Background: an optimization exercise with open tools, aiming at small area, a short achievable clock period and few clock cycles per item. Do not read the settings as production practice. Only simulation tests tie the RTL to the original design; equivalence was not proved. Power is estimated from default activity; no workload was simulated.

==> flow/design.v <==
module JAM (
    input CLK,
    input RST,
    output reg [2:0] W,
    output reg [2:0] J,
    input [6:0] Cost,
    output reg [3:0] MatchCount,
    output reg [9:0] MinCost,
    output Valid
);
localparam S_COL = 4'd0, S_ROW = 4'd1, S_RK1 = 4'd2, S_RK2 = 4'd3,
           S_RK3 = 4'd4, S_INIT = 4'd5, S_SRCH = 4'd6, S_DRAIN = 4'd7,
           S_FIN = 4'd8, S_DONE = 4'd9;
localparam K_TRY = 2'd0, K_LEAF = 2'd1, K_RR = 2'd2;
reg  [3:0]  st;
reg  [3:0]  pst;          
reg  [6:0]  v [0:7];      
reg  [6:0]  u [0:7];      
reg  [2:0]  z [0:7];      
reg  [3:0]  key [0:6];    
reg  [2:0]  rank [0:7];   
reg  [6:0]  m1, m2;       
reg  [2:0]  z1;           
reg         cf;           
reg         rk;           
reg         rk2;          
reg  [2:0]  rrow;         
reg  [3:0]  nkey;         
reg  [2:0]  k;            
reg  [7:0]  used;         
reg  [1:0]  kind;
reg  [2:0]  jstk [0:6];   
reg  [6:0]  creg;
reg  [7:0]  uvreg;        
reg  [2:0]  pw, pj;
reg  [2:0]  pkup, prow_up, pnchild;
reg  [7:0]  pused_up;
reg  [1:0]  pkind;
reg         pvld;
reg  [9:0]  bud;          
integer i;
assign Valid = (st == S_DONE);
function [3:0] next_job;
    input [7:0] m;        
    input [2:0] zr;
    input [2:0] a;        
    input       first;    
    reg   [7:0] mz;
    integer n;
    begin
        mz = m | (8'd1 << zr);
        next_job = 4'd8;
        if (first && !m[zr]) next_job = {1'b0, zr};
        else
            for (n = 7; n >= 0; n = n - 1)
                if (!mz[n] && (first || a == zr || n > a)) next_job = n;
    end
endfunction
function [2:0] row_at;
    input [2:0] x;
    input [23:0] rv;
    integer n;
    begin
        row_at = 3'd0;
        for (n = 0; n < 8; n = n + 1)
            if (rv[3*n +: 3] == x) row_at = n;
    end
endfunction
wire [23:0] rkv = {rank[7], rank[6], rank[5], rank[4], rank[3], rank[2], rank[1], rank[0]};
wire [6:0] cmin = (pw == 3'd0 || creg < m1) ? creg : m1;
wire [6:0] cv = creg - uvreg[6:0];      
wire       lt1 = cv < m1;
wire       lt2 = cv < m2;
wire       new1 = (pj == 3'd0) || lt1;
wire [6:0] gap = m2 - m1;
reg  [7:0] gt, ge;
always @(*) begin
    for (i = 0; i < 8; i = i + 1) begin
        gt[i] = (i < 7) && (i < rrow) && (nkey > key[i < 7 ? i : 0]);
        ge[i] = (i < 7) && (i < rrow) && !(nkey > key[i < 7 ? i : 0]);
    end
end
wire [2:0] nge = ge[0] + ge[1] + ge[2] + ge[3] + ge[4] + ge[5] + ge[6];
wire [6:0] r = creg - uvreg[6:0];       
wire       le = {3'd0, r} <= bud;
wire       lt = {3'd0, r} < bud;
wire       eq = {3'd0, r} == bud;
wire       push = pvld && (pkind == K_TRY) && le;
wire [2:0] kdn = k - 3'd1;
wire [2:0] row_dn = row_at(kdn, rkv);
wire [2:0] jdn = jstk[kdn];
wire [3:0] nsib = next_job(used, z[W], J, 1'b0);
wire       has_sib = (kind != K_LEAF) && !nsib[3];
wire [2:0] kup = k + 3'd1;
wire [2:0] row_up = row_at(kup, rkv);
wire [7:0] used_up = used | (8'd1 << J);
wire [3:0] nchild = next_job(used_up, z[row_up], 3'd0, 1'b1);
wire [2:0] row_0 = row_at(3'd0, rkv);
reg [2:0] sk, sW, sJ;
reg [7:0] sused;
reg [1:0] skind;
reg [3:0] sst;
always @(*) begin
    sk = k; sused = used; sW = W; sJ = J; skind = kind; sst = st;
    if (st == S_DRAIN) begin
        sst = S_FIN;
    end else if (has_sib) begin
        sJ = nsib[2:0];
        skind = K_TRY;
    end else if (k != 3'd0) begin
        sk = kdn;
        sused = used & ~(8'd1 << jdn);
        sW = row_dn;
        sJ = jdn;
        skind = K_RR;
    end else begin
        sst = S_DRAIN;
    end
end
always @(posedge CLK) begin
    creg <= Cost;
    uvreg <= ((st == S_ROW) ? 8'd0 : {1'b0, u[W]}) + {1'b0, v[J]};
    pw <= W;
    pj <= J;
    pkup <= kup;
    prow_up <= row_up;
    pnchild <= nchild[2:0];
    pused_up <= used_up;
    pkind <= kind;
    pst <= st;
    if (RST) begin
        st <= S_COL;
        pst <= S_DONE;
        W <= 3'd0;
        J <= 3'd0;
        MinCost <= 10'd0;
        MatchCount <= 4'd0;
        rk <= 1'b0;
        rk2 <= 1'b0;
        cf <= 1'b0;
        pvld <= 1'b0;
    end else begin
        rk <= 1'b0;
        cf <= 1'b0;
        if (pst == S_COL) begin
            m1 <= cmin;
            if (pw == 3'd7) begin
                v[pj] <= cmin;
                cf <= 1'b1;
            end
        end
        if (cf) MinCost <= MinCost + m1;
        if (pst == S_ROW) begin
            if (new1) begin
                m1 <= cv;
                z1 <= pj;
            end
            m2 <= (pj == 3'd0) ? 7'd127 : lt1 ? m1 : lt2 ? cv : m2;
            if (pj == 3'd7) begin
                rk <= 1'b1;
                rrow <= pw;
            end
        end
        if (rk) begin
            u[rrow] <= m1;
            z[rrow] <= z1;
            MinCost <= MinCost + m1;
            nkey <= (gap > 7'd15) ? 4'd15 : gap[3:0];
        end
        rk2 <= rk;
        if (rk2) begin
            for (i = 0; i < 8; i = i + 1)
                if (gt[i]) rank[i] <= rank[i] + 3'd1;
            rank[rrow] <= nge;
            if (rrow != 3'd7) key[rrow] <= nkey;
        end
        if ((st == S_SRCH || st == S_DRAIN) && pvld) begin
            case (pkind)
            K_TRY:  if (le) bud <= bud - r;
            K_LEAF: if (lt) begin
                        bud <= {3'd0, r};
                        MatchCount <= 4'd1;
                    end else if (eq)
                        MatchCount <= MatchCount + 4'd1;
            default: bud <= bud + r;
            endcase
        end
        if (push) jstk[pkup - 3'd1] <= pj;
        case (st)
        S_COL: begin
            W <= W + 3'd1;
            if (W == 3'd7) begin
                J <= J + 3'd1;
                if (J == 3'd7) st <= S_ROW;
            end
        end
        S_ROW: begin
            J <= J + 3'd1;
            if (J == 3'd7) begin
                W <= W + 3'd1;
                if (W == 3'd7) st <= S_RK1;
            end
        end
        S_RK1: st <= S_RK2;
        S_RK2: st <= S_RK3;
        S_RK3: st <= S_INIT;
        S_INIT: begin
            st <= S_SRCH;
            W <= row_0;
            J <= z[row_0];
            k <= 3'd0;
            used <= 8'd0;
            kind <= K_TRY;
            bud <= 10'd1023;
            MatchCount <= 4'd0;
            pvld <= 1'b0;
        end
        S_SRCH, S_DRAIN: begin
            if (push) begin
                k <= pkup;
                used <= pused_up;
                W <= prow_up;
                J <= pnchild;
                kind <= (pkup == 3'd7) ? K_LEAF : K_TRY;
                pvld <= 1'b0;
                st <= S_SRCH;
            end else begin
                k <= sk;
                used <= sused;
                W <= sW;
                J <= sJ;
                kind <= skind;
                pvld <= 1'b1;
                st <= sst;
            end
        end
        S_FIN: begin
            MinCost <= MinCost + bud;
            st <= S_DONE;
        end
        default: ;
        endcase
    end
end
endmodule
clock: 9.0 ns
lec_check: 0
abc_area: 1
cap_margin: 5
core_margin: 2
core_utilization: 40
place_density: 0.6
setup_slack_margin: 5
slew_margin: 5
run.sh (not shown) runs the stock make flow with config.mk's settings and CLKGATE_MAP_FILE= SYNTH_SCRIPT=/design/flow/synth_recipe.tcl, a recipe that flattens the netlist after the stock synthesis.
Testbench counts at the start, summed over its fixed seeds: cycles 3,785, jobs 12.
Rerun with:
--- a/flow/config.mk
+++ b/flow/config.mk
@@ -10,4 +10,4 @@
 export CORE_MARGIN = 2
-export CORE_UTILIZATION = 40
-export PLACE_DENSITY = 0.6
+export CORE_UTILIZATION = 65
+export PLACE_DENSITY = 0.8
 export SETUP_SLACK_MARGIN = 5
Outcome: The changed run completed without violations. Clock power stays flat. Setup slack gains 20 ps. Final area decreases by 1.0%. Maximum frequency increases by 0.49%. Sequential cell count is unchanged. Critical path depth increases by 19. Worst hold slack gains 34 ps. Power increases by 1.5%. Global-route usage increases by 13 points.
Rerun with:
--- a/flow/config.mk
+++ b/flow/config.mk
@@ -8,7 +8,7 @@
 export ABC_AREA = 1
-export CAP_MARGIN = 5
+export CAP_MARGIN = 20
 export CORE_MARGIN = 2
-export CORE_UTILIZATION = 65
-export PLACE_DENSITY = 0.8
+export CORE_UTILIZATION = 55
+export PLACE_DENSITY = 0.7
 export SETUP_SLACK_MARGIN = 5
-export SLEW_MARGIN = 5
+export SLEW_MARGIN = 20
=> The new run completed with no timing, DRC or antenna violations; setup slack improves by 67 ps; hold slack degrades by 13 ps; via count falls by a few percent; combinational power falls by roughly a tenth; global-route usage falls by 5.9 points.

what the ideal ports hide:
In the flow no input, the clock included, has a driving cell. The finished layouts below were timed again as built, in two steps.
Step 1: set_driving_cell puts a clkbuf_16 on CLK and a buf_2 on each other input, an assumption about the parent block.
Step 2 adds t to the input delays and takes it off the output delays; t is the mean of the earliest and latest rising clock arrival at the registers after step 1. Input paths then give back, and output paths get back, about the clock's delay inside the block.
a / b / c = ideal / step 1 / step 2; a / b = the first two.
run	t (ns)	setup WS [ns]	latest minus earliest clock arrival (ns)	worst data-port slew with drivers (ns)
the first run	0.601	4.974 / 4.980 / 4.379	0.025 / 0.026	0.06
the second run	0.578	4.994 / 4.994 / 4.617	0.027 / 0.028	0.05
the third run	0.585	5.061 / 5.059 / 4.474	0.026 / 0.026	0.07
After both steps every run listed still meets setup and hold. The setup slack of the first run, which loses most, moves by +0.006 ns with the drivers and by -0.595 ns with both steps.
